This design comes from an exercise in tuning for small area, a short achievable clock period and few clock cycles on the open sky130 flow, not from production work. Function was checked by simulation only, so behaviour that the tests miss may differ from the original. No activity file was given, so power comes from the tool's default toggle rates.

## constraint.sdc

```tcl
create_clock -name core_clock -period 10.0 [get_ports {clk}]
set_input_delay 2.0000 -clock core_clock [delete_from_list [all_inputs] [get_ports {clk}]]
set_output_delay 2.0000 -clock core_clock [all_outputs]
set_load 0.01 [all_outputs]
```

## flow/run.sh

```bash
#!/bin/bash
# Layout flow: the standard flow (standard.sh) with two changes.
#  1. Synthesis is the standard synthesis script, except that ABC maps
#     the logic with flow/map.abc instead of ORFS's abc_area.script.  All
#     other synthesis steps, and so every register, are unchanged.
#  2. buffer_ports uses sky130_fd_sc_hd__buf_2 for the port buffers (every
#     input and output still gets its own buffer).
set -euo pipefail
W=$(pwd)
cat > "$W/my_synth.tcl" <<EOT
proc abc {args} {
  set i [lsearch -exact \$args -script]
  if {\$i >= 0} { lset args [expr {\$i+1}] $W/flow/map.abc }
  yosys abc {*}\$args
}
source $W/synth_recipe.tcl
EOT
sed "s#SYNTH_SCRIPT=[^ ]*#SYNTH_SCRIPT=$W/my_synth.tcl#" standard.sh > my_standard.sh
grep -q "SYNTH_SCRIPT=$W/my_synth.tcl" my_standard.sh
export BUFFER_PORTS_ARGS="-buffer_cell sky130_fd_sc_hd__buf_2"
bash my_standard.sh > standard.log 2>&1
```

## flow/map.abc

```
strash
dch
map -D 4000
topo
stime -c
buffer -c
upsize -c
dnsize -c
```

## design.v

```verilog
module FAdd(
    input rst,
    input clk,
    input  [31:0]               a,
    input  [31:0]               b,
    output reg [31:0]           c,
    output reg [2:0]            state
);
    wire a_s = a[31];
    wire b_s = b[31];
    wire [7:0] a_e = a[30:23];
    wire [7:0] b_e = b[30:23];
    wire a_h = |a_e;
    wire b_h = |b_e;
    wire a_max = &a_e;
    wire b_max = &b_e;
    wire a_mz = ~|a[22:0];
    wire b_mz = ~|b[22:0];
    wire a_inf = a_max & a_mz;
    wire b_inf = b_max & b_mz;
    wire any_nan = (a_max & ~a_mz) | (b_max & ~b_mz) | (a_inf & b_inf & (a_s ^ b_s));
    wire any_inf = a_inf | b_inf;
    wire swap;
    fa_gt #(31) u_cmp(.a(b[30:0]), .b(a[30:0]), .gt(swap));
    wire [7:0] ea1 = {a_e[7:1], a_e[0] | ~a_h};    
    wire [7:0] eb1 = {b_e[7:1], b_e[0] | ~b_h};
    wire [7:0] d = swap ? eb1 - ea1 : ea1 - eb1;
    wire [7:0] e_big = swap ? eb1 : ea1;
    wire s_big = swap ? b_s : a_s;
    wire [23:0] m_big = swap ? {b_h, b[22:0]} : {a_h, a[22:0]};
    wire [23:0] m_sml = swap ? {a_h, a[22:0]} : {b_h, b[22:0]};
    wire sub = a_s ^ b_s;
    wire big_shift = |d[7:5];
    wire [4:0] sh = d[4:0];
    wire [25:0] al = big_shift ? 26'd0 : ({m_sml, 2'b00} >> sh);
    wire [23:0] lost_mask = big_shift ? {24{1'b1}} : ~({24{1'b1}} << (sh > 5'd2 ? sh - 5'd2 : 5'd0));
    wire sticky = |(m_sml & lost_mask);
    wire [27:0] op_s = {1'b0, al, sticky};
    wire [27:0] sum;
    fa_add #(28) u_add(.x({1'b0, m_big, 3'b000}), .y(op_s ^ {28{sub}}), .ci(sub), .s(sum));
    reg first_n;               
    reg [27:0] r_sum;
    reg [7:0]  r_e;
    reg        r_s;
    reg        r_sub;
    reg        r_nan;
    reg        r_inf;
    always @(posedge clk) begin
        first_n <= rst;
        if (!first_n) begin
            r_sum <= sum;
            r_e   <= e_big;
            r_s   <= s_big;
            r_sub <= sub;
            r_nan <= any_nan;
            r_inf <= any_inf;
        end
    end
    reg [27:0] lim;
    integer i;
    always @* begin
        for (i = 0; i < 28; i = i + 1)
            lim[i] = (r_e == 27 - i);
    end
    wire [27:0] lz_in = r_sum | lim;
    reg [4:0] lz;
    always @* begin
        lz = 5'd28;
        for (i = 0; i < 28; i = i + 1)
            if (lz_in[i]) lz = 27 - i;
    end
    wire zero = ~|lz_in;               
    wire [27:0] n = r_sum << lz;
    wire [7:0] ex = zero ? 8'd0 : r_e - {3'b0, lz} + {7'd0, n[27]};
    wire rnd = n[3] & (n[2] | n[1] | n[0] | n[4]);
    wire [30:0] pk;
    fa_inc #(31) u_inc(.x({ex, n[26:4]}), .ci(rnd), .s(pk));
    wire ovf = (r_e == 8'd254) & r_sum[27];
    wire sgn = (~|r_sum & r_sub) ? 1'b0 : r_s;
    always @* begin
        state = {3{first_n}};
        if (r_nan)
            c = 32'h7f800001;
        else if (r_inf | ovf)
            c = {r_s, 8'hff, 23'd0};
        else
            c = {sgn, pk};
    end
endmodule
module fa_add #(parameter N = 28) (
    input  [N-1:0] x,
    input  [N-1:0] y,
    input          ci,
    output [N-1:0] s
);
    localparam M = N + 1;
    reg [M-1:0] g, p, gn, pn;
    integer l, i;
    always @* begin
        g = {x & y, ci};
        p = {x ^ y, 1'b0};
        for (l = 1; l < M; l = l * 2) begin
            gn = g; pn = p;
            for (i = 0; i < M; i = i + 1)
                if ((i / l) % 2 == 1) begin
                    gn[i] = g[i] | (p[i] & g[(i/l)*l - 1]);
                    pn[i] = p[i] & p[(i/l)*l - 1];
                end
            g = gn; p = pn;
        end
    end
    assign s = x ^ y ^ g[M-2:0];
endmodule
module fa_inc #(parameter N = 31) (
    input  [N-1:0] x,
    input          ci,
    output [N-1:0] s
);
    reg [N-1:0] p, pn;
    integer l, i;
    always @* begin
        p = x;
        for (l = 1; l < N; l = l * 2) begin
            pn = p;
            for (i = 0; i < N; i = i + 1)
                if ((i / l) % 2 == 1) pn[i] = p[i] & p[(i/l)*l - 1];
            p = pn;
        end
    end
    assign s = x ^ ({p[N-2:0], 1'b1} & {N{ci}});
endmodule
module fa_gt #(parameter N = 31) (
    input  [N-1:0] a,
    input  [N-1:0] b,
    output         gt
);
    reg [N-1:0] g, e, gn, en;
    integer l, i;
    always @* begin
        g = a & ~b;
        e = ~(a ^ b);
        for (l = 1; l < N; l = l * 2) begin
            gn = g; en = e;
            for (i = 0; i < N; i = i + 1)
                if ((i / l) % 2 == 1) begin
                    gn[i] = g[i] | (e[i] & g[(i/l)*l - 1]);
                    en[i] = e[i] & e[(i/l)*l - 1];
                end
            g = gn; e = en;
        end
    end
    assign gt = g[N-1];
endmodule
```

## config.mk

```make
export PLATFORM = sky130hd
export DESIGN_NAME = FAdd
export DESIGN_NICKNAME = FAdd
export VERILOG_FILES = /design/flow/design.v
export SDC_FILE = /design/flow/constraint.sdc
export NUM_CORES = 4
export LEC_CHECK = 0
export ABC_AREA = 1
export CAP_MARGIN = 20
export CORE_MARGIN = 2
export CORE_UTILIZATION = 40
export SETUP_SLACK_MARGIN = 1.5
export SLEW_MARGIN = 20
```

## standard.sh

```bash
#!/bin/bash
# synth_recipe.tcl (not shown) runs the flow's synth.tcl, then flattens the netlist and writes it again
# the make line also repeats each setting of config.mk as NAME=value (left out here)
make -C /OpenROAD-flow-scripts/flow DESIGN_CONFIG=/design/flow/config.mk WORK_HOME=/design/flow/orfs CLKGATE_MAP_FILE= SYNTH_SCRIPT=/design/flow/synth_recipe.tcl "${@:-finish}"
```

==> results.py, run 1 <==
metrics = {
    "routing": {
        "antenna_left": 0,
        "wire_per_inst_microns": 16.2,
        "wirelength_microns": 30500,
        "dr.pass1.iters": 6,
        "viasPerCell": 5.52,
        "num_vias": 10400,
        "drcViolationCount": 0,
        "first_iter_violations": 726,
    },
    "timing": {
        "tns_ns": 0,
        "finalClockSkew_ns": 0.00570,
        "finalMaxSlewViolations": 0,
        "slew_headroom_pct": 38.6,
        "setup_viol": 0,
        "min_period_over_period_pct": 84.6,
        "period_minus_slack_ns": 8.46,
        "timing.fmax_ghz": 0.118,
        "tightest_slew_ns": 0.916,
        "rsz0062_at_grt": "yes",
        "hold_viol_final": 0,
    },
    "synth": {
        "synth-seq-cells": 41,
        "synth_area_per_cell_sq_um": 6.02,
        "yosysTopAreaCell": "edfxtp_1",
        "syn_area_sq_um": 8960,
        "async_reset_ff_share_pct": 0,
        "synth_commonest_cells": "310 x nand2_1, 200 x inv_1, 187 x o21ai_0",
        "synth_adder_area_share_pct": 12.4,
        "synth-seq-area-share_pct": 13.6,
        "synth-compound-area-share_pct": 27.3,
        "synth_most_common_cell": "nand2_1",
        "synth_simple_gate_area_share_pct": 28.2,
        "syn_nets": 1640,
        "syn_inst": 1489,
        "synth_warnings": 4,
        "synth_mux_area_share_pct": 0.349,
        "synth-edff-count": 40,
        "yosys.cell_types.count": 66,
        "synth.top_cell.area_share_pct": 13.4,
        "synth_flop_cell": "edfxtp_1",
        "synth.area.top_cells": "edfxtp_1 13%, nand2_1 13%, ha_1 11%",
        "synthXorXnorAreaFrac_pct": 5.83,
        "synth_top_family_by_area": "simple AND/OR/NAND/NOR gates",
    },
    "finish": {
        "fillCellCount": 2294,
        "fin_nets": 1754,
        "diodes": 0,
        "layout-drive-gt1-share_pct": 17.6,
        "syn2layout_area_growth_pct": 18.4,
        "finalNonFillerCells": 1884,
    },
    "placed_design": {
        "place_congestion": 1.00,
        "port_buffers": 100,
        "dp.cells": 1825,
        "hpwl_microns": 24900,
    },
    "job": {
        "drv_cap": 0,
    },
    "setup_path": {
        "path_common_cell": "a21oi_1",
        "worst-path-max-fanout": 8,
        "crit_slowest_cell": "edfxtp_1",
        "arrival_ns": 6.46,
        "cp-start-kind": "flip-flop",
        "worstPathRequired_ns": 8.00,
        "worst-setup-path-type": "reg2out",
        "slowest_delay_ns": 0.51,
        "end_kind": "output pin",
    },
    "clock_tree": {
        "cts.sinks": 41,
        "htree_levels": 2,
        "cts_tree": "done",
        "cts-root-buf": "clkbuf_16",
        "cts_max_path_buffers": 2,
        "clock_latency_ns": 0.29,
        "numCtsBuffers": 5,
        "clk_pin_slew_ns": 0.07,
    },
    "floorplanning": {
        "die_area_sq_um": 23600,
        "core_sq_um": 21900,
        "die_w_microns": 154,
        "io_pins": 101,
        "die_y_microns": 154,
        "start_util_pct": 41.0,
        "rows": 54,
    },
    "min_path": {
        "hold_class": "reg2reg",
    },
    "global_routing": {
        "grt_overflow_total": 0,
        "grt_pass1_vias": 9239,
        "grt_first_pass_wirelength_microns": 47400,
        "grt_max_degree": 65,
        "grtUsageTotal_pct": 24.4,
        "antenna_found_initial": 0,
    },
    "pwr": {
        "powerDensity_nw_per_um2": 184,
        "p_leak_nw": 4.94,
        "ir_drop_uv": 73.6,
    },
    "status": {
        "status": "finished clean",
    },
}
[cells in the final DEF, fill, tap and decap left out, types with 15 or more instances in the layout]
cell      Yosys  routed
a21oi_1      93      88
a31oi_1      24      20
buf_2         8     100
buf_4         6      55
edfxtp_1     40      40
ha_1         79      76
inv_1       200     196
inv_2        14      15
nand2_1     310     307
nand3_1      26      25
nand4_1      23      23
nor2_1      164     148
nor2_4        5      15
nor3_1       34      31
nor4_1       18      17
o21ai_0     187     170
o21ai_1      43      50
xor2_1       48      48
[worst max-delay path, delay by kind of cell (launching register included)]
kind	cells	cell delay, ns
simple gates	18	2.15
compound gates	18	2.23
buf+inv	5	0.48
fa+ha+maj	3	0.81
flops	1	0.51
[metal layers]
layer,track usage (%),routed length [microns],vias up,part of all wire [%]
li1,-,-,5254,-
met1,32.4,13500,4732,44
met4,8.48,975,0,3.2
met3,1.01,1370,66,4.5
met5,0,0,-,0
met2,42.4,14700,357,48
[per-stage QoR]
stage	util [%]	instance area, sq um	hold slack (ns)	total power, mW	setup slack (ns)
after floorplan	-	8960	1.15	1.24	2.26
after global placement	44.0	9640	0.891	1.61	0.978
after CTS	45.5	9950	0.916	1.81	1.47
after detailed placement	44.0	9640	0.898	1.61	0.981
after global routing	48.5	10600	0.974	2.14	0.920
final	48.5	10600	0.892	1.95	1.54
[state kept, by name, summed over array words and instances (netlist names)]
register  cells
r_inf         1
first_n       1
r_nan         1
r_s           1
r_sum        28
r_e           8
r_sub         1
[final cells by class]
type / count / area [sq um] / area share (%)
sequential: 41 / 1220 / 11.5
tap: 280 / 350 / 3.30
inverter: 217 / 827 / 7.79
timing repair buffer: 162 / 1010 / 9.56
multi-input combinational: 1176 / 7050 / 66.4
clock buffer: 5 / 125 / 1.18
clock inverter: 3 / 28.8 / 0.271
[logic make-up (layout without fill, tap and decap cells)]
family / count (synthesis) / count (layout)
adders and majority gates: 85 / 85
buffers and inverters: 275 / 387
DFF: 41 / 41
muxes: 3 / 3
and+or+nand+nor: 600 / 603
AOI/OAI and AO/OA: 427 / 427
xor gates and xnor gates: 58 / 58
[timing repair]
item	4_1_cts	5_1_grt
cloned	2	2
resized for setup	24	89
buffers inserted	10	37
hold buffers	0	0
setup endpoints to repair	19	43
pin swaps	13	41
[worst paths after layout]
| path | startpoint | endpoint | slack (ns) | depth (start not counted) |
|---|---|---|---|---|
| worst max-delay path | r_e[1]$_DFFE_PN_ | c[30] | 1.54 | 44 |
| worst min-delay path | first_n$_DFF_P_ | r_e[5]$_DFFE_PN_ | 0.89 | 2 |
| worst max register to register | first_n$_DFF_P_ | r_sub$_DFFE_PN_ | 8.82 | 2 |
| worst min register to register | first_n$_DFF_P_ | r_e[5]$_DFFE_PN_ | 0.89 | 2 |
[power breakdown]
group	internal, mW	total (mW)	leakage, nW	switching (mW)
Combinational	0.536	1.49	4.46	0.949
Sequential	0.251	0.300	0.406	0.0487
Clock	0.0960	0.168	0.0767	0.0717
Total	0.884	1.95	4.94	1.07
Testbench counts, summed over its fixed seeds: cycles 24,000.
==> run 2, diff against run 1 <==
--- a/design.v
+++ b/design.v
@@ -63,13 +63,9 @@
             lim[i] = (r_e == 27 - i);
     end
     wire [27:0] lz_in = r_sum | lim;
-    reg [4:0] lz;
-    always @* begin
-        lz = 5'd28;
-        for (i = 0; i < 28; i = i + 1)
-            if (lz_in[i]) lz = 27 - i;
-    end
-    wire zero = ~|lz_in;               
+    wire [4:0] lz;
+    wire zero;                         
+    fa_lzc u_lzc(.x({lz_in, 4'b0000}), .n(lz), .zero(zero));
     wire [27:0] n = r_sum << lz;
     wire [7:0] ex = zero ? 8'd0 : r_e - {3'b0, lz} + {7'd0, n[27]};
     wire rnd = n[3] & (n[2] | n[1] | n[0] | n[4]);
@@ -151,3 +147,34 @@
     end
     assign gt = g[N-1];
 endmodule
+module fa_lzc (
+    input  [31:0] x,
+    output [4:0]  n,
+    output        zero
+);
+    reg [15:0] z0;  reg [15:0] c0;       
+    reg [7:0]  z1;  reg [15:0] c1;       
+    reg [3:0]  z2;  reg [11:0] c2;       
+    reg [1:0]  z3;  reg [7:0]  c3;       
+    integer i;
+    always @* begin
+        for (i = 0; i < 16; i = i + 1) begin
+            z0[i] = ~x[2*i+1] & ~x[2*i];
+            c0[i] = ~x[2*i+1];
+        end
+        for (i = 0; i < 8; i = i + 1) begin
+            z1[i] = z0[2*i+1] & z0[2*i];
+            c1[2*i +: 2] = z0[2*i+1] ? {1'b1, c0[2*i]} : {1'b0, c0[2*i+1]};
+        end
+        for (i = 0; i < 4; i = i + 1) begin
+            z2[i] = z1[2*i+1] & z1[2*i];
+            c2[3*i +: 3] = z1[2*i+1] ? {1'b1, c1[2*(2*i) +: 2]} : {1'b0, c1[2*(2*i+1) +: 2]};
+        end
+        for (i = 0; i < 2; i = i + 1) begin
+            z3[i] = z2[2*i+1] & z2[2*i];
+            c3[4*i +: 4] = z2[2*i+1] ? {1'b1, c2[3*(2*i) +: 3]} : {1'b0, c2[3*(2*i+1) +: 3]};
+        end
+    end
+    assign n = z3[1] ? {1'b1, c3[3:0]} : {1'b0, c3[7:4]};
+    assign zero = z3[1] & z3[0];
+endmodule
==> flow/run.sh (replaced) <==
#!/bin/bash
# Standard layout, but with a faster cell for the port buffers that
# buffer_ports inserts (every input and output still gets its own buffer).
set -euo pipefail
export BUFFER_PORTS_ARGS="-buffer_cell sky130_fd_sc_hd__buf_2"
bash standard.sh > standard.log 2>&1
removed: flow/map.abc
==> results.py, run 2 <==
metrics = {
    "setup_path": {
        "worst-path-max-fanout": 29,
        "worst-setup-path-type": "in2reg",
        "arrival_ns": 7.86,
        "cp-start-kind": "input pin",
        "path_common_cell": "nand2_1",
        "worstPathRequired_ns": 10.04,
        "end_kind": "flip-flop",
        "rrSetupSlack_ns": 8.83,
        "crit_slowest_cell": "ha_1",
        "reg2reg_depth": 2,
        "slowest_delay_ns": 0.46,
    },
    "status": {
        "status": "finished clean",
    },
    "finish": {
        "final_common_cell": "nand2_1",
        "syn2layout_area_growth_pct": 9.17,
        "fillCellCount": 2795,
        "fin_nets": 1950,
        "final_cell_mix": "464 x nand2_1, 299 x nand3_1, 192 x inv_1",
        "final_cell_area_sq_um": 11000,
        "layout-drive-gt1-share_pct": 12.1,
        "final_util_pct": 44.1,
        "reg_top3": "r_sum (28), r_e (8)",
        "diodes": 0,
        "regMostFlops": "r_sum",
        "largest_reg_flops": 28,
    },
    "synth": {
        "synth.top_cell.area_share_pct": 17.3,
        "synth.area.top_cells": "nand2_1 17%, nand3_1 15%, edfxtp_1 12%",
        "synth_warnings": 5,
        "yosysTopAreaCell": "nand2_1",
        "synth_area_per_cell_sq_um": 5.80,
        "syn_area_sq_um": 10100,
        "synth_flop_cell": "edfxtp_1",
        "async_reset_ff_share_pct": 0,
        "syn_nets": 1892,
        "syn_inst": 1741,
        "synth-edff-count": 40,
        "synth_commonest_cells": "465 x nand2_1, 299 x nand3_1, 193 x inv_1",
        "yosys.cell_types.count": 61,
        "synth-seq-cells": 41,
        "synth_most_common_cell": "nand2_1",
        "synth-seq-area-share_pct": 12.1,
    },
    "floorplanning": {
        "die_area_sq_um": 26500,
        "start_util_pct": 40.4,
        "io_pins": 101,
        "core_sq_um": 25000,
        "rows": 58,
        "die_y_microns": 163,
        "die_w_microns": 163,
    },
    "global_routing": {
        "grt_first_pass_wirelength_microns": 54900,
        "grtUsageTotal_pct": 25.7,
        "grt_max_degree": 59,
        "grt_pass1_vias": 10600,
        "antenna_found_initial": 0,
        "grt_overflow_total": 0,
    },
    "placed_design": {
        "port_buffers": 100,
        "placed_area_sq_um": 10700,
        "hpwl_microns": 28800,
        "place_congestion": 0.961,
    },
    "timing": {
        "setup_viol": 0,
        "hold_viol_final": 0,
        "finalClockSkew_ns": 0.00328,
        "timing.fmax_ghz": 0.128,
        "tns_ns": 0,
        "whs_ns": 0.896,
        "min_period_over_period_pct": 78.3,
        "period_minus_slack_ns": 7.83,
        "rsz0062_at_grt": "no",
        "tightest_slew_ns": 0.990,
        "slew_headroom_pct": 33.5,
        "finalMaxSlewViolations": 0,
    },
    "clock_tree": {
        "cts.sinks": 41,
        "postCtsHoldBufs": 0,
        "htree_levels": 2,
        "numCtsBuffers": 5,
        "clk_pin_slew_ns": 0.06,
        "clock_latency_ns": 0.28,
        "cts_tree": "done",
        "cts_max_path_buffers": 2,
        "cts-root-buf": "clkbuf_16",
    },
    "routing": {
        "drcViolationCount": 0,
        "antenna_left": 0,
        "num_vias": 11600,
        "first_iter_violations": 871,
        "wire_per_inst_microns": 16.3,
        "wirelength_microns": 34800,
        "dr.pass1.iters": 5,
        "viasPerCell": 5.46,
    },
    "min_path": {
        "hold_depth": 2,
        "hold_class": "reg2reg",
    },
    "pwr": {
        "p_leak_nw": 5.64,
        "p_total_mw": 1.95,
        "powerDensity_nw_per_um2": 177,
        "ir_drop_uv": 76.3,
    },
    "job": {
        "drv_cap": 0,
    },
}
run 2: changes by cell type after synthesis, sizes merged, moves of 15 or more:
cell	delta
nand2	+176
nand3	+278
buf	+24
o21ai	-125
nor2	-24
clkbuf	-15
run 2: cell type report:
| class | count | area [sq um] | share of cell area, % |
|---|---|---|---|
| clock buffer | 5 | 125 | 1.14 |
| clock inverter | 3 | 41.3 | 0.375 |
| inverter | 221 | 848 | 7.70 |
| multi-input combinational | 1416 | 7760 | 70.4 |
| sequential | 41 | 1220 | 11.1 |
| tap | 330 | 413 | 3.75 |
| timing repair buffer | 114 | 613 | 5.56 |
run 2: where the power goes:
group	internal, mW	switching (mW)
logic	0.484	0.994
registers	0.249	0.0418
clock network	0.117	0.0646
total	0.850	1.10
run 2: what timing repair did:
action,in CTS,in global routing
endpoints found under the setup margin,0,10
resized for setup,0,16
buffers inserted,0,5
run 2: cell families after synthesis:
kind of cell               Yosys count  share of synthesized area [%]
and+or+nand+nor                   1026                           46.5
xor gates and xnor gates            50                           4.34
DFF                                 41                           12.1
adders and majority gates           85                           11.0
buffers and inverters              288                           12.0
AOI/OAI and AO/OA                  251                           14.0
run 2: stage by stage:
stage	setup WS, ns	std cells
2_1_floorplan	2.63	1741
3_3_place_gp	1.46	2113
3_5_place_dp	1.38	2113
4_1_cts	1.66	2121
5_1_grt	1.49	2130
6_report	2.17	2130
run 2: final timing paths:
| kind | startpoint | end |
|---|---|---|
| max | a[27] | r_sum[27]$_DFFE_PN_ |
| min | first_n$_DFF_P_ | r_e[4]$_DFFE_PN_ |
| max reg2reg | first_n$_DFF_P_ | r_sum[4]$_DFFE_PN_ |
| min reg2reg | first_n$_DFF_P_ | r_e[4]$_DFFE_PN_ |
run 2: per-layer routing:
metal  vias up  part of all wire [%]  global-route usage, %
met5         -                     0                      0
met1      5225                    43                   32.2
met2       392                    49                   45.9
li1       5923                     -                      -
met4         0                   4.2                   10.9
met3        82                   4.4                   1.32
run 2: worst max-delay path, delay by kind of cell:
family          cells  cell delay [ns]
xor+xnor            1             0.24
simple gates       24             2.30
fa+ha+maj           2             0.64
compound gates     10             2.12
buf+inv             7             0.53
Testbench counts of run 2, summed over its fixed seeds: cycles 24,000.
==> run 3, diff against run 2 <==
--- a/config.mk
+++ b/config.mk
@@ -9,5 +9,5 @@
 export CAP_MARGIN = 20
 export CORE_MARGIN = 2
 export CORE_UTILIZATION = 40
-export SETUP_SLACK_MARGIN = 1.5
+export SETUP_SLACK_MARGIN = 2.5
 export SLEW_MARGIN = 20
==> results.py, run 3 <==
metrics = {
    "status": {
        "status": "finished clean",
    },
    "global_routing": {
        "grtUsageTotal_pct": 26.8,
        "grt_first_pass_wirelength_microns": 56800,
        "grt_pass1_vias": 10900,
        "antenna_found_initial": 0,
        "grt_max_degree": 50,
        "grt_overflow_total": 0,
    },
    "clock_tree": {
        "cts_max_path_buffers": 2,
        "cts.sinks": 41,
        "clock_latency_ns": 0.28,
        "clk_pin_slew_ns": 0.06,
        "numCtsBuffers": 5,
        "cts-root-buf": "clkbuf_16",
        "cts_tree": "done",
        "htree_levels": 2,
    },
    "synth": {
        "synth.area.top_cells": "nand2_1 17%, nand3_1 15%, edfxtp_1 12%",
        "syn_nets": 1892,
        "synth_area_per_cell_sq_um": 5.80,
        "syn_inst": 1741,
        "synth_warnings": 5,
        "synth_flop_cell": "edfxtp_1",
        "synth_commonest_cells": "465 x nand2_1, 299 x nand3_1, 193 x inv_1",
        "synth-edff-count": 40,
        "synth.top_cell.area_share_pct": 17.3,
        "async_reset_ff_share_pct": 0,
        "yosysTopAreaCell": "nand2_1",
        "synth-seq-cells": 41,
        "synth-seq-area-share_pct": 12.1,
        "yosys.cell_types.count": 61,
        "syn_area_sq_um": 10100,
        "synth_most_common_cell": "nand2_1",
    },
    "finish": {
        "final_cell_area_sq_um": 12500,
        "final_common_cell": "nand2_1",
        "regMostFlops": "r_sum",
        "multiInputGateArea_sq_um": 8400,
        "final_util_pct": 49.9,
        "regArea_sq_um": 1220,
        "reg_top3": "r_sum (28), r_e (8)",
        "final_cell_mix": "435 x nand2_1, 287 x nand3_1, 183 x inv_1",
        "fillCellCount": 2648,
        "diodes": 0,
        "layout-drive-gt1-share_pct": 21.8,
        "syn2layout_area_growth_pct": 23.4,
        "finalNonFillerCells": 2224,
        "fin_nets": 2044,
        "largest_reg_flops": 28,
    },
    "timing": {
        "timing.fmax_ghz": 0.137,
        "period_minus_slack_ns": 7.29,
        "finalClockSkew_ns": 0.00383,
        "tightest_slew_ns": 1.10,
        "hold_viol_final": 0,
        "finalMaxSlewViolations": 0,
        "rsz0062_at_grt": "yes",
        "min_period_over_period_pct": 72.9,
        "slew_headroom_pct": 26.0,
        "setup_ws_ns": 2.71,
        "whs_ns": 0.900,
        "setup_viol": 0,
        "tns_ns": 0,
    },
    "setup_path": {
        "arrival_ns": 7.34,
        "slowest_delay_ns": 0.33,
        "cp-start-kind": "input pin",
        "end_kind": "flip-flop",
        "worst-path-max-fanout": 26,
        "worstPathRequired_ns": 10.04,
        "worst-path-buf-inv": 11,
        "rrSetupSlack_ns": 8.82,
        "worst-setup-path-type": "in2reg",
        "critical-path-top-delay-family": "simple AND/OR/NAND/NOR gates",
        "path_common_cell": "nand2_1",
        "crit_slowest_cell": "ha_2",
    },
    "floorplanning": {
        "die_w_microns": 163,
        "start_util_pct": 40.4,
        "io_pins": 101,
        "die_area_sq_um": 26500,
        "core_sq_um": 25000,
        "die_y_microns": 163,
        "rows": 58,
    },
    "routing": {
        "first_iter_violations": 1081,
        "wirelength_microns": 38200,
        "num_vias": 12500,
        "drcViolationCount": 0,
        "viasPerCell": 5.61,
        "wire_per_inst_microns": 17.2,
        "antenna_left": 0,
        "dr.pass1.iters": 6,
    },
    "placed_design": {
        "dp.cells": 2113,
        "dpl_worst_slack_ns": 1.38,
        "place_congestion": 0.961,
        "placed_area_sq_um": 10700,
        "port_buffers": 100,
        "hpwl_microns": 28800,
    },
    "job": {
        "drv_cap": 0,
    },
    "pwr": {
        "powerDensity_nw_per_um2": 176,
        "p_total_mw": 2.19,
        "p_leak_nw": 6.21,
        "ir_drop_uv": 78.2,
    },
    "min_path": {
        "hold_class": "reg2reg",
    },
}
## run 3: cells by family (layout without fill, tap and decap cells)
| group | Yosys count | count (layout) | synth area share [%] |
|---|---|---|---|
| AO/OA/AOI/OAI | 251 | 253 | 14.0 |
| flip-flops | 41 | 41 | 12.1 |
| XOR/XNOR | 50 | 50 | 4.34 |
| buffers and inverters | 288 | 428 | 12.0 |
| AND/OR/NAND/NOR | 1026 | 1037 | 46.5 |
| adder cells (fa/ha/maj) | 85 | 85 | 11.0 |
## run 3: worst paths after layout
path,endpoint,depth (start not counted),startpoint
worst max register to register,r_sum[4]$_DFFE_PN_,2,first_n$_DFF_P_
worst min-delay path,r_s$_DFFE_PN_,2,first_n$_DFF_P_
worst min register to register,r_s$_DFFE_PN_,2,first_n$_DFF_P_
worst max-delay path,r_sum[27]$_DFFE_PN_,42,a[29]
## run 3: what timing repair did
item,in CTS,in global routing
resized for setup,34,146
setup endpoints to repair,29,26
gates cloned,9,7
pin swaps,13,73
setup buffers,17,70
hold buffers,0,0
## run 3: layout make-up
| cell class | instances | share of cell area, % |
|---|---|---|
| Multi-Input combinational cell | 1425 | 67.4 |
| Timing Repair Buffer | 198 | 10.9 |
| Sequential cell | 41 | 9.81 |
| Inverter | 221 | 7.15 |
| Tap cell | 330 | 3.32 |
| Clock buffer | 5 | 1.00 |
| Clock inverter | 3 | 0.332 |
| Timing Repair inverter | 1 | 0.0703 |
## run 3: routing by layer
| metal | vias to the layer above | GRT usage [%] | share of wire [%] |
|---|---|---|---|
| li1 | 6131 | - | - |
| met3 | 150 | 1.96 | 5.9 |
| met2 | 582 | 47.9 | 48 |
| met1 | 5618 | 32.6 | 40 |
| met4 | 0 | 12.8 | 6.0 |
| met5 | - | 0 | 0 |
## run 3: power by group
| part | internal, mW | total (mW) | switching, mW |
|---|---|---|---|
| Sequential | 0.250 | 0.294 | 0.0448 |
| Combinational | 0.617 | 1.72 | 1.10 |
| Clock | 0.117 | 0.183 | 0.0661 |
| Total | 0.983 | 2.19 | 1.21 |
## run 3: worst reg2reg max path: cells and delay by family, from the launching register on
family / cells / cell delay, ns
flops: 1 / 0.32
buf+inv: 2 / 0.46
==> run 4, diff against run 3 <==
--- a/config.mk
+++ b/config.mk
@@ -9,5 +9,5 @@
 export CAP_MARGIN = 20
 export CORE_MARGIN = 2
 export CORE_UTILIZATION = 40
-export SETUP_SLACK_MARGIN = 2.5
+export SETUP_SLACK_MARGIN = 2.0
 export SLEW_MARGIN = 20
==> results.py, run 4 <==
metrics = {
    "status": {
        "status": "finished clean",
    },
    "floorplanning": {
        "die_w_microns": 163,
        "start_util_pct": 40.4,
        "core_sq_um": 25000,
        "die_y_microns": 163,
        "die_area_sq_um": 26500,
        "rows": 58,
        "io_pins": 101,
    },
    "routing": {
        "drcViolationCount": 0,
        "viasPerCell": 5.54,
        "wirelength_microns": 36100,
        "wire_per_inst_microns": 16.7,
        "antenna_left": 0,
        "dr.pass1.iters": 6,
        "num_vias": 12000,
        "first_iter_violations": 995,
    },
    "clock_tree": {
        "cts_max_path_buffers": 2,
        "htree_levels": 2,
        "cts.sinks": 41,
        "cts-root-buf": "clkbuf_16",
        "numCtsBuffers": 5,
        "cts_tree": "done",
        "clk_pin_slew_ns": 0.06,
        "postCtsHoldBufs": 0,
        "clock_latency_ns": 0.28,
    },
    "synth": {
        "synth_area_per_cell_sq_um": 5.80,
        "synth.area.top_cells": "nand2_1 17%, nand3_1 15%, edfxtp_1 12%",
        "synth-edff-count": 40,
        "async_reset_ff_share_pct": 0,
        "synth-seq-area-share_pct": 12.1,
        "synth_commonest_cells": "465 x nand2_1, 299 x nand3_1, 193 x inv_1",
        "syn_area_sq_um": 10100,
        "synth_flop_cell": "edfxtp_1",
        "yosysTopAreaCell": "nand2_1",
        "syn_nets": 1892,
        "synth_most_common_cell": "nand2_1",
        "synth_warnings": 5,
        "syn_inst": 1741,
        "yosys.cell_types.count": 61,
        "synth.top_cell.area_share_pct": 17.3,
        "synth-seq-cells": 41,
    },
    "setup_path": {
        "worst-path-max-fanout": 20,
        "worst-setup-path-type": "in2reg",
        "end_kind": "flip-flop",
        "worstPathRequired_ns": 10.03,
        "arrival_ns": 7.61,
        "cp-start-kind": "input pin",
        "slowest_delay_ns": 0.45,
        "path_common_cell": "nand2_1",
        "crit_slowest_cell": "a21oi_1",
    },
    "timing": {
        "finalClockSkew_ns": 0.00323,
        "slew_headroom_pct": 25.1,
        "min_period_over_period_pct": 75.8,
        "rsz0062_at_grt": "yes",
        "finalMaxSlewViolations": 0,
        "hold_viol_final": 0,
        "tightest_slew_ns": 1.11,
        "tns_ns": 0,
        "period_minus_slack_ns": 7.58,
        "timing.fmax_ghz": 0.132,
        "setup_viol": 0,
    },
    "finish": {
        "final_cell_mix": "463 x nand2_1, 298 x nand3_1, 192 x inv_1",
        "fillCellCount": 2760,
        "final_util_pct": 45.8,
        "regMostFlops": "r_sum",
        "largest_reg_flops": 28,
        "fin_nets": 1982,
        "layout-drive-gt1-share_pct": 14.6,
        "final_common_cell": "nand2_1",
        "syn2layout_area_growth_pct": 13.3,
        "diodes": 0,
        "reg_top3": "r_sum (28), r_e (8)",
    },
    "placed_design": {
        "port_buffers": 100,
        "hpwl_microns": 28800,
        "place_congestion": 0.961,
    },
    "global_routing": {
        "antenna_found_initial": 0,
        "grt_overflow_total": 0,
        "grt_first_pass_wirelength_microns": 55000,
        "grt_pass1_vias": 10600,
        "grt_max_degree": 59,
        "grtUsageTotal_pct": 25.8,
    },
    "pwr": {
        "ir_drop_uv": 79.5,
        "powerDensity_nw_per_um2": 177,
        "p_leak_nw": 5.82,
    },
    "job": {
        "drv_cap": 0,
    },
    "min_path": {
        "hold_class": "reg2reg",
    },
}
[run 4: changes by cell type in the layout (fill, tap and decap cells not counted), sizes merged]
cell	change
nand2	-4
clkbuf	-2
buf	-55
clkinv	-1
[run 4: per-layer routing]
metal	track usage (%)	share of wire (%)	up-vias
li1	-	-	6008
met1	32.2	41	5422
met2	45.4	48	447
met3	1.43	5.2	106
met4	12.3	5.6	0
met5	0	0	-
[run 4: final timing paths]
| check | start | end | slack, ns | cells past startpoint |
|---|---|---|---|---|
| setup / recovery | a[26] | r_sum[16]$_DFFE_PN_ | 2.42 | 34 |
| hold / removal | first_n$_DFF_P_ | r_e[4]$_DFFE_PN_ | 0.90 | 2 |
| setup reg to reg | first_n$_DFF_P_ | r_sum[4]$_DFFE_PN_ | 8.83 | 2 |
| hold reg to reg | first_n$_DFF_P_ | r_e[4]$_DFFE_PN_ | 0.90 | 2 |
[run 4: worst max-delay path: cells and delay by family]
kind                       cells  cell delay [ns]
xor gates and xnor gates       1             0.13
AOI/OAI and AO/OA              4             1.00
adders and majority gates      4             1.23
buffers and inverters          6             0.77
and+or+nand+nor               19             2.45
[run 4: metrics by stage]
| step | setup WS, ns | std cells | hold WS [ns] | area [sq um] | power [mW] |
|---|---|---|---|---|---|
| after floorplan | 2.63 | 1741 | 1.15 | 10100 | 1.36 |
| after global placement | 1.46 | 2113 | 0.889 | 10700 | 1.74 |
| after detailed placement | 1.38 | 2113 | 0.905 | 10700 | 1.74 |
| after CTS | 1.84 | 2123 | 0.918 | 10900 | 1.93 |
| after global routing | 1.91 | 2162 | 0.965 | 11400 | 2.23 |
| final | 2.42 | 2162 | 0.899 | 11400 | 2.02 |
[run 4: area by class of cell]
type / count / area [sq um] / area share [%]
Multi-Input combinational cell: 1421 / 7910 / 69.1
Sequential cell: 41 / 1220 / 10.7
Inverter: 221 / 866 / 7.57
Timing Repair Buffer: 141 / 863 / 7.55
Tap cell: 330 / 413 / 3.61
Clock buffer: 5 / 125 / 1.09
Clock inverter: 3 / 41.3 / 0.361
[run 4: kinds of logic (layout without fill, tap and decap cells)]
group,count (synthesis),after routing,share of synthesized area [%]
and+or+nand+nor,1026,1033,46.5
buffers and inverters,288,370,12.0
AOI/OAI and AO/OA,251,253,14.0
adders and majority gates,85,85,11.0
xor gates and xnor gates,50,50,4.34
DFF,41,41,12.1
[run 4: timing repair]
| action | CTS | global route |
|---|---|---|
| endpoints found under the setup margin | 10 | 27 |
| gates cloned | 0 | 10 |
| gates resized for setup | 2 | 54 |
| pin swaps | 1 | 17 |
| buffers inserted | 2 | 29 |
| endpoints found under the hold margin | 0 | 0 |
[run 4: power by group]
part	internal, mW	total (mW)	switching [mW]	leakage (nW)
Combinational	0.518	1.55	1.03	5.34
Clock	0.117	0.181	0.0645	0.0775
Sequential	0.250	0.293	0.0431	0.406
==> run 5, diff against run 4 <==
--- a/config.mk
+++ b/config.mk
@@ -8,6 +8,7 @@
 export ABC_AREA = 1
 export CAP_MARGIN = 20
 export CORE_MARGIN = 2
-export CORE_UTILIZATION = 40
-export SETUP_SLACK_MARGIN = 2.0
+export CORE_UTILIZATION = 60
+export PLACE_DENSITY = 0.8
+export SETUP_SLACK_MARGIN = 1.5
 export SLEW_MARGIN = 20
==> results.py, run 5 <==
metrics = {
    "synth": {
        "synth_flop_cell": "edfxtp_1",
        "async_reset_ff_share_pct": 0,
        "syn_area_sq_um": 10100,
        "synth_commonest_cells": "465 x nand2_1, 299 x nand3_1, 193 x inv_1",
        "syn_nets": 1892,
        "synth_area_per_cell_sq_um": 5.80,
        "synth-edff-count": 40,
        "synth.top_cell.area_share_pct": 17.3,
        "yosys.cell_types.count": 61,
        "synth_warnings": 5,
        "synth_most_common_cell": "nand2_1",
        "synth.area.top_cells": "nand2_1 17%, nand3_1 15%, edfxtp_1 12%",
        "yosysTopAreaCell": "nand2_1",
        "synth-seq-area-share_pct": 12.1,
        "synth-seq-cells": 41,
        "syn_inst": 1741,
    },
    "clock_tree": {
        "postCtsHoldBufs": 0,
        "clock_latency_ns": 0.29,
        "cts_max_path_buffers": 2,
        "numCtsBuffers": 5,
        "clk_pin_slew_ns": 0.06,
        "cts-root-buf": "clkbuf_16",
        "cts_tree": "done",
        "htree_levels": 2,
        "cts.sinks": 41,
    },
    "finish": {
        "layout-drive-gt1-share_pct": 12.0,
        "syn2layout_area_growth_pct": 7.43,
        "final_cell_area_sq_um": 10800,
        "regMostFlops": "r_sum",
        "fin_nets": 1948,
        "final_cell_mix": "465 x nand2_1, 299 x nand3_1, 193 x inv_1",
        "diodes": 0,
        "final_common_cell": "nand2_1",
        "fillCellCount": 1624,
        "largest_reg_flops": 28,
        "reg_top3": "r_sum (28), r_e (8)",
        "final_util_pct": 65.6,
    },
    "status": {
        "status": "finished clean",
    },
    "global_routing": {
        "grt_first_pass_wirelength_microns": 50400,
        "grt_max_degree": 58,
        "grt_pass1_vias": 10700,
        "grtUsageTotal_pct": 34.5,
        "antenna_found_initial": 0,
        "grt_overflow_total": 0,
    },
    "setup_path": {
        "reg2reg_to": "r_sum[2]$_DFFE_PN_",
        "rrSetupSlack_ns": 8.81,
        "end_kind": "output pin",
        "cp-start-kind": "flip-flop",
        "path_common_cell": "inv_1",
        "arrival_ns": 5.99,
        "timing.rr.start": "first_n$_DFF_P_",
        "worstPathRequired_ns": 8.00,
        "crit_slowest_cell": "fa_1",
        "slowest_delay_ns": 0.44,
        "worst-setup-path-type": "reg2out",
        "reg2reg_depth": 2,
        "worst-path-max-fanout": 27,
    },
    "min_path": {
        "hold_depth": 2,
        "hp-start": "first_n$_DFF_P_",
        "min_to": "r_e[4]$_DFFE_PN_",
        "hold_class": "reg2reg",
    },
    "timing": {
        "setup_ws_ns": 2.01,
        "finalMaxSlewViolations": 0,
        "rsz0062_at_grt": "no",
        "slew_headroom_pct": 37.3,
        "tns_ns": 0,
        "finalClockSkew_ns": 0.00656,
        "period_minus_slack_ns": 7.99,
        "setup_viol": 0,
        "min_period_over_period_pct": 79.9,
        "timing.fmax_ghz": 0.125,
        "hold_viol_final": 0,
        "tightest_slew_ns": 0.941,
    },
    "floorplanning": {
        "core_sq_um": 16500,
        "start_util_pct": 61.1,
        "die_y_microns": 134,
        "io_pins": 101,
        "rows": 47,
        "die_area_sq_um": 17900,
        "die_w_microns": 134,
    },
    "pwr": {
        "power_frac_comb_pct": 75.9,
        "ir_drop_uv": 123,
        "internal_power_mw": 0.849,
        "seqPwrFrac_pct": 14.8,
        "powerDensity_nw_per_um2": 180,
        "swShare_pct": 56.6,
        "p_total_mw": 1.96,
        "p_clk_share_pct": 9.3,
        "switching_power_mw": 1.11,
        "p_leak_nw": 5.62,
    },
    "routing": {
        "drcViolationCount": 0,
        "wire_per_inst_microns": 16.0,
        "viasPerCell": 5.94,
        "antenna_left": 0,
        "first_iter_violations": 1007,
        "wirelength_microns": 32200,
        "num_vias": 12000,
        "dr.pass1.iters": 7,
    },
    "placed_design": {
        "hpwl_microns": 26100,
        "dpl_worst_slack_ns": 1.51,
        "place_congestion": 1.04,
        "placed_area_sq_um": 10600,
        "port_buffers": 100,
    },
    "job": {
        "drv_cap": 0,
    },
}
run 5: cell counts after synthesis:
Identical to the previous run, type by type.
run 5: how the worst max path moves through the flow:
| stage | start | endpoint | slack (ns) | cells after the start |
|---|---|---|---|---|
| 4_1_cts | a[25] | r_sum[27]$_DFFE_PN_ | 1.73 | 42 |
| 6_report | r_e[6]$_DFFE_PN_ | c[29] | 2.01 | 38 |
| 2_1_floorplan | a[23] | r_sum[27]$_DFFE_PN_ | 2.63 | 47 |
| 3_3_place_gp | a[27] | r_sum[27]$_DFFE_PN_ | 1.72 | 42 |
| 5_1_grt | a[27] | r_sum[27]$_DFFE_PN_ | 1.43 | 44 |
| 3_5_place_dp | a[25] | r_sum[27]$_DFFE_PN_ | 1.51 | 42 |
run 5: per-stage QoR:
stage | hold WS [ns] | cells
floorplan | 1.15 | 1741
global placement | 0.873 | 2001
detailed placement | 0.905 | 2001
CTS | 0.925 | 2009
global route | 0.958 | 2018
finish | 0.915 | 2018
run 5: final cells by class:
class | instances | area (sq um) | area share, %
well taps | 220 | 275 | 2.54
clock buffers | 5 | 125 | 1.15
flip-flops and latches | 41 | 1220 | 11.3
multi-input cells | 1416 | 7730 | 71.3
repair buffers | 112 | 594 | 5.48
clock inverters | 3 | 46.3 | 0.427
inverters | 221 | 846 | 7.80
run 5: critical path, delay by kind of cell (launching register included):
family,cells,cell delay (ns)
AOI/OAI and AO/OA,2,0.28
and+or+nand+nor,21,2.91
buffers and inverters,11,1.11
DFF,1,0.36
adders and majority gates,4,1.04
run 5: kinds of logic (layout without fill, tap and decap cells):
kind of cell / after synthesis / count (layout) / synth area share [%]
compound gates: 251 / 253 / 14.0
xor+xnor: 50 / 50 / 4.34
fa+ha+maj: 85 / 85 / 11.0
buf+inv: 288 / 341 / 12.0
flops: 41 / 41 / 12.1
simple gates: 1026 / 1028 / 46.5
run 5: layer usage:
metal  up-vias  track usage (%)  wire length (microns)
li1       5945                -                      -
met1      5360             42.0                  13000
met2       562             59.9                  15000
met3       128             3.61                   2100
met4         0             18.3                   2160
met5         -                0                      0
run 5: power by group through the flow:
stage	Combinational [mW]	Sequential (mW)	Clock [mW]
floorplan	1.09	0.275	0
global placement	1.42	0.292	0
detailed placement	1.43	0.292	0
CTS	1.44	0.289	0.184
global route	1.65	0.294	0.191
finish	1.48	0.290	0.182
run 5: timing repair:
item	in CTS	in global routing
setup endpoints to repair	0	8
setup buffers	0	5
resized for setup	0	10
==> run 6, diff against run 5 <==
==> config.mk (replaced) <==
export PLATFORM = sky130hd
export DESIGN_NAME = FAdd
export DESIGN_NICKNAME = FAdd
export VERILOG_FILES = /design/flow/design.v
export SDC_FILE = /design/flow/constraint.sdc
export NUM_CORES = 4
export LEC_CHECK = 0
export ABC_AREA = 0
export CAP_MARGIN = 20
export CORE_MARGIN = 2
export CORE_UTILIZATION = 40
export SETUP_SLACK_MARGIN = 1.5
export SLEW_MARGIN = 20
==> results.py, run 6 <==
metrics = {
    "setup_path": {
        "arrival_ns": 8.30,
        "timing.rr.start": "first_n$_DFF_P_",
        "crit_slowest_cell": "or4_1",
        "worst-path-max-fanout": 7,
        "end_kind": "flip-flop",
        "reg2reg_to": "r_sum[3]$_DFFE_PN_",
        "rrSetupSlack_ns": 8.86,
        "worstPathRequired_ns": 10.04,
        "cp-start-kind": "input pin",
        "reg2reg_depth": 2,
        "worst-setup-path-type": "in2reg",
        "slowest_delay_ns": 0.56,
        "path_common_cell": "inv_1",
    },
    "placed_design": {
        "port_buffers": 100,
        "dp.cells": 1871,
        "place_congestion": 0.942,
        "hpwl_microns": 29700,
    },
    "finish": {
        "largest_reg_flops": 28,
        "regMostFlops": "r_sum",
        "diodes": 0,
        "layout-drive-gt1-share_pct": 17.6,
        "final_cell_mix": "190 x nand2_1, 129 x nor2_1, 100 x buf_2",
        "finalNonFillerCells": 1919,
        "fin_nets": 1728,
        "final_common_cell": "nand2_1",
        "fillCellCount": 2757,
        "syn2layout_area_growth_pct": 13.8,
        "regArea_sq_um": 1220,
        "reg_top3": "r_sum (28), r_e (8)",
        "multiInputGateArea_sq_um": 9130,
    },
    "clock_tree": {
        "clk_pin_slew_ns": 0.06,
        "cts_tree": "done",
        "postCtsHoldBufs": 0,
        "htree_levels": 2,
        "cts.sinks": 41,
        "numCtsBuffers": 5,
        "cts-root-buf": "clkbuf_16",
        "cts_max_path_buffers": 2,
        "clock_latency_ns": 0.28,
    },
    "floorplanning": {
        "start_util_pct": 40.3,
        "die_w_microns": 168,
        "io_pins": 101,
        "rows": 60,
        "die_y_microns": 168,
        "core_sq_um": 26700,
        "die_area_sq_um": 28300,
    },
    "global_routing": {
        "grtUsageTotal_pct": 25.6,
        "grt_overflow_total": 0,
        "antenna_found_initial": 0,
        "grt_first_pass_wirelength_microns": 58700,
        "grt_pass1_vias": 10800,
        "grt_max_degree": 56,
    },
    "synth": {
        "synth_warnings": 5,
        "synth-seq-cells": 41,
        "yosysTopAreaCell": "edfxtp_1",
        "synth_flop_cell": "edfxtp_1",
        "syn_area_sq_um": 10800,
        "synth_most_common_cell": "nand2_1",
        "synth-seq-area-share_pct": 11.3,
        "synth_area_per_cell_sq_um": 7.18,
        "synth.area.top_cells": "edfxtp_1 11%, mux2i_1 9.4%, ha_1 9.2%",
        "synth.top_cell.area_share_pct": 11.1,
        "syn_nets": 1652,
        "synth_commonest_cells": "192 x nand2_1, 132 x nor2_1, 101 x mux2i_1",
        "async_reset_ff_share_pct": 0,
        "syn_inst": 1501,
        "synth-edff-count": 40,
        "yosys.cell_types.count": 94,
    },
    "routing": {
        "drcViolationCount": 0,
        "wire_per_inst_microns": 19.5,
        "num_vias": 11700,
        "first_iter_violations": 1010,
        "viasPerCell": 6.12,
        "antenna_left": 0,
        "wirelength_microns": 37400,
        "dr.pass1.iters": 6,
    },
    "pwr": {
        "p_leak_nw": 5.17,
        "powerDensity_nw_per_um2": 190,
        "ir_drop_uv": 76.2,
    },
    "min_path": {
        "hp-start": "first_n$_DFF_P_",
        "hold_class": "reg2reg",
        "min_to": "r_e[6]$_DFFE_PN_",
        "hold_depth": 2,
    },
    "status": {
        "status": "finished clean",
    },
    "timing": {
        "min_period_over_period_pct": 82.6,
        "tns_ns": 0,
        "period_minus_slack_ns": 8.26,
        "tightest_slew_ns": 0.979,
        "rsz0062_at_grt": "yes",
        "timing.fmax_ghz": 0.121,
        "hold_viol_final": 0,
        "finalClockSkew_ns": 0.00330,
        "finalMaxSlewViolations": 0,
        "slew_headroom_pct": 34.2,
        "setup_viol": 0,
    },
    "job": {
        "drv_cap": 0,
    },
}
-- run 6: report_power, final --
part,internal (mW),total (mW),switching (mW)
registers,0.260,0.341,0.0810
logic,0.738,1.80,1.06
clock network,0.125,0.184,0.0598
total,1.12,2.33,1.20
-- run 6: cells by family (layout without fill, tap and decap cells) --
| group | Yosys count | count (layout) | share of synthesized area [%] |
|---|---|---|---|
| flip-flops | 41 | 41 | 11.3 |
| adder cells (fa/ha/maj) | 86 | 86 | 10.4 |
| multiplexers | 126 | 126 | 12.9 |
| AND/OR/NAND/NOR | 570 | 570 | 25.8 |
| XOR/XNOR | 76 | 76 | 6.30 |
| AO/OA/AOI/OAI | 426 | 426 | 26.6 |
| buffers and inverters | 176 | 253 | 6.66 |
-- run 6: stage by stage --
stage / hold WS (ns) / utilization, % / area (sq um) / worst slack (ns) / power, mW
final: 0.877 / 45.9 / 12300 / 1.74 / 2.33
after global routing: 0.945 / 45.9 / 12300 / 1.43 / 2.52
after CTS: 0.905 / 44.1 / 11800 / 1.38 / 2.23
after detailed placement: 0.889 / 43.1 / 11500 / 0.774 / 2.02
after global placement: 0.879 / 43.1 / 11500 / 0.886 / 2.01
after floorplan: 1.15 / - / 10800 / 1.55 / 1.56
-- run 6: metal layers --
metal  share of wire [%]  routed length (microns)  track usage [%]  up-vias
met2                  49                    18100             45.5      486
met5                   0                        0                0        -
li1                    -                        -                -     5713
met1                  42                    15800             32.8     5470
met4                 3.6                     1330             9.45        0
met3                 5.5                     2070             1.43       78
-- run 6: area by class of cell --
type                            instances  share of cell area, %
Multi-Input combinational cell       1284                   74.4
Timing Repair Buffer                  162                   7.96
Timing Repair inverter                  2                  0.143
Sequential cell                        41                   9.95
Clock inverter                          1                  0.245
Clock buffer                            7                   1.16
Inverter                               81                   2.67
Tap cell                              341                   3.48
-- run 6: worst max-delay path: cells and delay by family --
kind	cells	cell delay (ns)
compound gates	9	1.51
xor+xnor	1	0.39
simple gates	11	2.40
fa+ha+maj	5	1.58
buf+inv	5	0.40
-- run 6: how the worst max path moves through the flow --
stage / from / endpoint / slack, ns / cells after the start
floorplan: a[29] / r_sum[15]$_DFFE_PN_ / 1.55 / 31
finish: a[24] / r_sum[15]$_DFFE_PN_ / 1.74 / 31
global placement: b[27] / r_sum[15]$_DFFE_PN_ / 0.89 / 31
global route: b[27] / r_sum[15]$_DFFE_PN_ / 1.43 / 31
detailed placement: b[27] / r_sum[15]$_DFFE_PN_ / 0.77 / 31
CTS: r_e[6]$_DFFE_PN_ / c[30] / 1.38 / 27
-- run 6: timing repair --
| action | 4_1_cts | 5_1_grt |
|---|---|---|
| setup endpoints to repair | 19 | 23 |
| buffers inserted | 4 | 34 |
| cloned | 0 | 2 |
| pin swaps | 2 | 11 |
| gates resized for setup | 18 | 52 |
==> run 7, diff against run 6 <==
==> flow/run.sh (replaced) <==
#!/bin/bash
# Layout flow: the standard flow (standard.sh) with two changes.
#  1. Synthesis is the standard synthesis script, except that ABC maps
#     the logic with flow/map.abc instead of ORFS's abc_area.script.  All
#     other synthesis steps, and so every register, are unchanged.
#  2. buffer_ports uses sky130_fd_sc_hd__buf_2 for the port buffers (every
#     input and output still gets its own buffer).
set -euo pipefail
W=$(pwd)
cat > "$W/my_synth.tcl" <<EOT
proc abc {args} {
  set i [lsearch -exact \$args -script]
  if {\$i >= 0} { lset args [expr {\$i+1}] $W/flow/map.abc }
  yosys abc {*}\$args
}
source $W/synth_recipe.tcl
EOT
sed "s#SYNTH_SCRIPT=[^ ]*#SYNTH_SCRIPT=$W/my_synth.tcl#" standard.sh > my_standard.sh
grep -q "SYNTH_SCRIPT=$W/my_synth.tcl" my_standard.sh
export BUFFER_PORTS_ARGS="-buffer_cell sky130_fd_sc_hd__buf_2"
bash my_standard.sh > standard.log 2>&1
==> flow/map.abc (new file) <==
strash
dch
amap
topo
stime -c
buffer -c
upsize -c
dnsize -c
--- a/config.mk
+++ b/config.mk
@@ -5,7 +5,7 @@
 export SDC_FILE = /design/flow/constraint.sdc
 export NUM_CORES = 4
 export LEC_CHECK = 0
-export ABC_AREA = 0
+export ABC_AREA = 1
 export CAP_MARGIN = 20
 export CORE_MARGIN = 2
 export CORE_UTILIZATION = 40
==> results.py, run 7 <==
metrics = {
    "status": {
        "status": "finished clean",
    },
    "setup_path": {
        "path_common_cell": "nor2_1",
        "worstPathRequired_ns": 10.00,
        "rrSetupSlack_ns": 8.82,
        "slowest_delay_ns": 0.38,
        "timing.rr.start": "first_n$_DFF_P_",
        "reg2reg_to": "r_e[5]$_DFFE_PN_",
        "end_kind": "flip-flop",
        "cp-start-kind": "input pin",
        "arrival_ns": 8.22,
        "worst-path-max-fanout": 17,
        "crit_slowest_cell": "ha_1",
        "worst-setup-path-type": "in2reg",
        "reg2reg_depth": 2,
    },
    "timing": {
        "tightest_slew_ns": 1.04,
        "slew_headroom_pct": 29.8,
        "setup_viol": 0,
        "period_minus_slack_ns": 8.22,
        "timing.fmax_ghz": 0.122,
        "hold_viol_final": 0,
        "min_period_over_period_pct": 82.2,
        "finalClockSkew_ns": 0.00482,
        "finalMaxSlewViolations": 0,
        "tns_ns": 0,
        "whs_ns": 0.889,
        "rsz0062_at_grt": "yes",
    },
    "floorplanning": {
        "die_area_sq_um": 22000,
        "core_sq_um": 20400,
        "die_w_microns": 148,
        "start_util_pct": 41.0,
        "io_pins": 101,
        "rows": 52,
        "die_y_microns": 148,
    },
    "finish": {
        "reg_top3": "r_sum (28), r_e (8)",
        "syn2layout_area_growth_pct": 21.3,
        "largest_reg_flops": 28,
        "finalNonFillerCells": 1617,
        "fin_nets": 1497,
        "final_common_cell": "nor2_1",
        "diodes": 0,
        "regMostFlops": "r_sum",
        "final_cell_mix": "229 x nor2_1, 115 x a21oi_1, 102 x inv_1",
        "layout-drive-gt1-share_pct": 22.3,
    },
    "global_routing": {
        "antenna_found_initial": 0,
        "grt_max_degree": 64,
        "grtUsageTotal_pct": 24.8,
        "grt_first_pass_wirelength_microns": 44300,
        "grt_overflow_total": 0,
        "grt_pass1_vias": 8567,
    },
    "synth": {
        "synth_most_common_cell": "nor2_1",
        "syn_nets": 1394,
        "synth_warnings": 5,
        "synth-seq-area-share_pct": 14.6,
        "synth.area.top_cells": "edfxtp_1 14%, ha_1 12%, nor2_1 11%",
        "synth-seq-cells": 41,
        "async_reset_ff_share_pct": 0,
        "synth_commonest_cells": "242 x nor2_1, 127 x a21oi_1, 108 x inv_1",
        "yosys.cell_types.count": 79,
        "syn_area_sq_um": 8340,
        "synth.top_cell.area_share_pct": 14.4,
        "yosysTopAreaCell": "edfxtp_1",
        "synth_area_per_cell_sq_um": 6.71,
        "syn_inst": 1243,
        "synth_flop_cell": "edfxtp_1",
        "synth-edff-count": 40,
    },
    "clock_tree": {
        "cts.sinks": 41,
        "htree_levels": 2,
        "cts_max_path_buffers": 2,
        "numCtsBuffers": 5,
        "clk_pin_slew_ns": 0.06,
        "cts_tree": "done",
        "cts-root-buf": "clkbuf_16",
        "postCtsHoldBufs": 0,
        "clock_latency_ns": 0.29,
    },
    "min_path": {
        "hp-start": "first_n$_DFF_P_",
        "hold_depth": 2,
        "min_to": "r_sum[12]$_DFFE_PN_",
        "hold_class": "reg2reg",
    },
    "routing": {
        "wirelength_microns": 28600,
        "first_iter_violations": 803,
        "viasPerCell": 5.98,
        "dr.pass1.iters": 5,
        "num_vias": 9668,
        "wire_per_inst_microns": 17.7,
        "antenna_left": 0,
        "drcViolationCount": 0,
    },
    "placed_design": {
        "dp.cells": 1576,
        "place_congestion": 0.954,
        "hpwl_microns": 22800,
        "port_buffers": 100,
    },
    "pwr": {
        "powerDensity_nw_per_um2": 173,
        "p_leak_nw": 4.16,
        "ir_drop_uv": 69.8,
    },
    "job": {
        "drv_cap": 0,
    },
}
==> run 7: how the worst max path moves through the flow <==
stage / from / end / slack [ns]
3_3_place_gp: a[1] / r_sum[27]$_DFFE_PN_ / 1.07
4_1_cts: r_e[6]$_DFFE_PN_ / c[30] / 1.43
5_1_grt: a[3] / r_sum[27]$_DFFE_PN_ / 1.21
6_report: a[1] / r_sum[27]$_DFFE_PN_ / 1.78
2_1_floorplan: a[17] / r_sum[15]$_DFFE_PN_ / 1.91
3_5_place_dp: a[17] / r_sum[27]$_DFFE_PN_ / 1.01
==> run 7: critical path, delay by kind of cell <==
family	cells	cell delay (ns)
AOI/OAI and AO/OA	13	2.41
adders and majority gates	2	0.56
buffers and inverters	10	0.97
and+or+nand+nor	21	2.25
==> run 7: logic make-up after synthesis <==
logic type / Yosys count / synth area share (%)
buffers and inverters: 183 / 8.61
XOR/XNOR: 1 / 0.105
flip-flops: 41 / 14.6
adder cells (fa/ha/maj): 85 / 13.3
AND/OR/NAND/NOR: 475 / 26.5
AO/OA/AOI/OAI: 458 / 36.9
==> run 7: layer usage <==
layer	global-route usage [%]	wire length, microns	vias up
li1	-	-	4836
met1	35.9	13400	4426
met2	40.4	12800	365
met3	2.67	1830	41
met4	4.24	535	0
met5	0	0	-
==> run 7: through the flow <==
| stage | util (%) | power (mW) | cell area [sq um] | setup WS (ns) |
|---|---|---|---|---|
| floorplan | - | 1.14 | 8340 | 1.91 |
| global placement | 44.8 | 1.46 | 9120 | 1.07 |
| detailed placement | 44.8 | 1.46 | 9120 | 1.01 |
| CTS | 45.6 | 1.63 | 9290 | 1.43 |
| global route | 49.7 | 1.91 | 10100 | 1.21 |
| finish | 49.7 | 1.75 | 10100 | 1.78 |
==> run 7: layout make-up <==
class / instances / area (sq um)
clock buffer: 5 / 125
clock inverter: 3 / 17.5
fill: 2060 / 10200
inverter: 121 / 485
multi-input combinational: 1019 / 6860
sequential: 41 / 1220
tap: 270 / 338
timing repair buffer: 157 / 1070
timing repair inverter: 1 / 5.00
==> run 7: power by group <==
group / switching (mW) / internal [mW] / total (mW)
logic: 0.783 / 0.532 / 1.31
clock network: 0.0673 / 0.0915 / 0.159
registers: 0.0404 / 0.240 / 0.280
==> run 7: timing repair <==
| action | CTS | global route |
|---|---|---|
| pin swaps | 0 | 49 |
| setup endpoints to repair | 5 | 29 |
| gates resized for setup | 6 | 130 |
| setup buffers | 0 | 30 |
| cloned | 0 | 3 |
| endpoints found under the hold margin | 0 | 0 |
==> run 8, diff against run 7 <==
--- a/config.mk
+++ b/config.mk
@@ -9,5 +9,5 @@
 export CAP_MARGIN = 20
 export CORE_MARGIN = 2
 export CORE_UTILIZATION = 40
-export SETUP_SLACK_MARGIN = 1.5
+export SETUP_SLACK_MARGIN = 0
 export SLEW_MARGIN = 20
==> results.py, run 8 <==
metrics = {
    "clock_tree": {
        "postCtsHoldBufs": 0,
        "cts_resized": 0,
        "htree_levels": 2,
        "cts_max_path_buffers": 2,
        "numCtsBuffers": 5,
        "cts.sinks": 41,
        "clk_pin_slew_ns": 0.06,
        "cts-root-buf": "clkbuf_16",
        "post-cts-setup-buffer-count": 0,
        "cts_tree": "done",
        "clock_latency_ns": 0.29,
    },
    "global_routing": {
        "antenna_found_initial": 0,
        "grt_max_degree": 64,
        "grt_overflow_total": 0,
        "grt_first_pass_wirelength_microns": 44300,
        "grt_pass1_vias": 8560,
        "grtUsageTotal_pct": 24.8,
    },
    "setup_path": {
        "worstPathRequired_ns": 8.00,
        "crit_slowest_cell": "o21ai_2",
        "cp-start-kind": "flip-flop",
        "arrival_ns": 6.85,
        "worst-path-max-fanout": 27,
        "end_kind": "output pin",
        "worst-setup-path-type": "reg2out",
        "slowest_delay_ns": 0.47,
    },
    "synth": {
        "synth_warnings": 5,
        "synthXorXnorAreaFrac_pct": 0.105,
        "synth_commonest_cells": "242 x nor2_1, 127 x a21oi_1, 108 x inv_1",
        "syn_inst": 1243,
        "synth_mux_area_share_pct": 0,
        "synth_flop_cell": "edfxtp_1",
        "synth.top_cell.area_share_pct": 14.4,
        "async_reset_ff_share_pct": 0,
        "synth_simple_gate_area_share_pct": 26.5,
        "synth-seq-cells": 41,
        "synth_adder_area_share_pct": 13.3,
        "synth_most_common_cell": "nor2_1",
        "syn_nets": 1394,
        "yosys.cell_types.count": 79,
        "synth-edff-count": 40,
        "syn_area_sq_um": 8340,
        "synth_area_per_cell_sq_um": 6.71,
        "synth_top_family_by_area": "compound AO/OA/AOI/OAI gates",
        "synth.area.top_cells": "edfxtp_1 14%, ha_1 12%, nor2_1 11%",
        "synth-seq-area-share_pct": 14.6,
        "synth-compound-area-share_pct": 36.9,
        "yosysTopAreaCell": "edfxtp_1",
    },
    "routing": {
        "wire_per_inst_microns": 17.3,
        "viasPerCell": 5.96,
        "num_vias": 9440,
        "antenna_left": 0,
        "wirelength_microns": 27500,
        "drcViolationCount": 0,
        "first_iter_violations": 813,
        "dr.pass1.iters": 5,
    },
    "timing": {
        "tightest_slew_ns": 0.807,
        "hold_viol_final": 0,
        "rsz0062_at_grt": "no",
        "period_minus_slack_ns": 8.85,
        "whs_ns": 0.889,
        "tns_ns": 0,
        "setup_viol": 0,
        "slew_headroom_pct": 45.8,
        "timing.fmax_ghz": 0.113,
        "setup_ws_ns": 1.15,
        "finalClockSkew_ns": 0.00480,
        "min_period_over_period_pct": 88.5,
        "finalMaxSlewViolations": 0,
    },
    "pwr": {
        "p_total_mw": 1.63,
        "p_leak_nw": 3.86,
        "powerDensity_nw_per_um2": 177,
        "ir_drop_uv": 69.1,
    },
    "placed_design": {
        "dpl_worst_slack_ns": 1.01,
        "dp.cells": 1576,
        "port_buffers": 100,
        "place_congestion": 0.954,
        "placed_area_sq_um": 9120,
        "hpwl_microns": 22800,
    },
    "floorplanning": {
        "core_sq_um": 20400,
        "start_util_pct": 41.0,
        "rows": 52,
        "io_pins": 101,
        "die_area_sq_um": 22000,
        "die_w_microns": 148,
        "die_y_microns": 148,
    },
    "finish": {
        "layout-drive-gt1-share_pct": 14.3,
        "final_cell_mix": "242 x nor2_1, 127 x a21oi_1, 108 x inv_1",
        "largest_reg_flops": 28,
        "diodes": 0,
        "final_cell_area_sq_um": 9260,
        "finalNonFillerCells": 1584,
        "reg_top3": "r_sum (28), r_e (8)",
        "regMostFlops": "r_sum",
        "fin_nets": 1464,
        "final_util_pct": 45.5,
        "syn2layout_area_growth_pct": 11.0,
        "final_common_cell": "nor2_1",
    },
    "job": {
        "drv_cap": 0,
    },
    "min_path": {
        "hold_class": "reg2reg",
    },
    "status": {
        "status": "finished clean",
    },
}
run 8: worst max-delay path: cells and delay by family (launching register included):
family / cells / cell delay [ns]
fa+ha+maj: 4 / 1.03
compound gates: 11 / 2.32
buf+inv: 7 / 1.08
flops: 1 / 0.36
simple gates: 12 / 1.76
run 8: final cells by class:
class / instances / area (sq um)
clock inverters: 3 / 17.5
repair buffers: 125 / 688
multi-input cells: 1019 / 6410
clock buffers: 5 / 125
fillers: 2142 / 11100
well taps: 270 / 338
inverters: 121 / 454
flip-flops and latches: 41 / 1220
run 8: cell families (layout without fill, tap and decap cells):
logic type / Yosys count / count (layout)
xor gates and xnor gates: 1 / 1
and+or+nand+nor: 475 / 475
buffers and inverters: 183 / 254
DFF: 41 / 41
AOI/OAI and AO/OA: 458 / 458
adders and majority gates: 85 / 85
run 8: path summary, 6_finish.rpt:
kind / from / end / slack (ns) / depth (start not counted)
worst min register to register: first_n$_DFF_P_ / r_sum[12]$_DFFE_PN_ / 0.89 / 2
worst min-delay path: first_n$_DFF_P_ / r_sum[12]$_DFFE_PN_ / 0.89 / 2
worst max-delay path: r_e[6]$_DFFE_PN_ / c[30] / 1.15 / 34
worst max register to register: first_n$_DFF_P_ / r_e[5]$_DFFE_PN_ / 8.83 / 2
run 8: metal layers:
metal  vias up  global-route usage (%)  routed length (microns)
met5         -                       0                        0
met4         0                    4.24                      448
met3        39                    2.67                     1670
li1       4772                       -                        -
met1      4278                    35.9                    13200
met2       351                    40.4                    12100
run 8: power by group:
group,switching (mW),internal [mW],total [mW],leakage (nW)
clock,0.0668,0.0915,0.158,0.0696
sequential,0.0388,0.240,0.278,0.405
combinational,0.734,0.464,1.20,3.38
total,0.839,0.796,1.63,3.86

[separate check: timing with driven ports]
The flow's constraints put no driver on any port. The routed layouts listed below were extracted and timed again, unchanged, in two steps. Step 1, drivers: a clkbuf_16 drives clk and a buf_2 each remaining input, both assumed. Step 2 times the ports against the registers' clock, not the clock port: input delays grow and output delays shrink by t, the midpoint of the rising clock arrivals with the driver on. Slacks: no drivers / after step 1 / after step 2; pairs: no drivers / after step 1.
| run | shift t [ns] | setup slack, ns | worst slew at a driven data input, ns |
|---|---|---|---|
| run 1 | 0.323 | 1.543 / 1.506 / 1.567 | 0.04 |
| run 2 | 0.322 | 2.174 / 2.171 / 1.874 | 0.06 |
| run 3 | 0.320 | 2.705 / 2.722 / 2.403 | 0.06 |
| run 4 | 0.321 | 2.419 / 2.423 / 2.114 | 0.06 |
| run 5 | 0.319 | 2.012 / 1.976 / 1.720 | 0.05 |
| run 6 | 0.320 | 1.744 / 1.725 / 1.446 | 0.04 |
| run 7 | 0.326 | 1.784 / 1.777 / 1.452 | 0.06 |
| run 8 | 0.325 | 1.150 / 1.111 / 0.911 | 0.05 |
After both steps setup and hold are still met in every run listed. For run 7, which loses most, drivers alone change the setup slack by -0.007 ns; drivers and shift together by -0.332 ns.
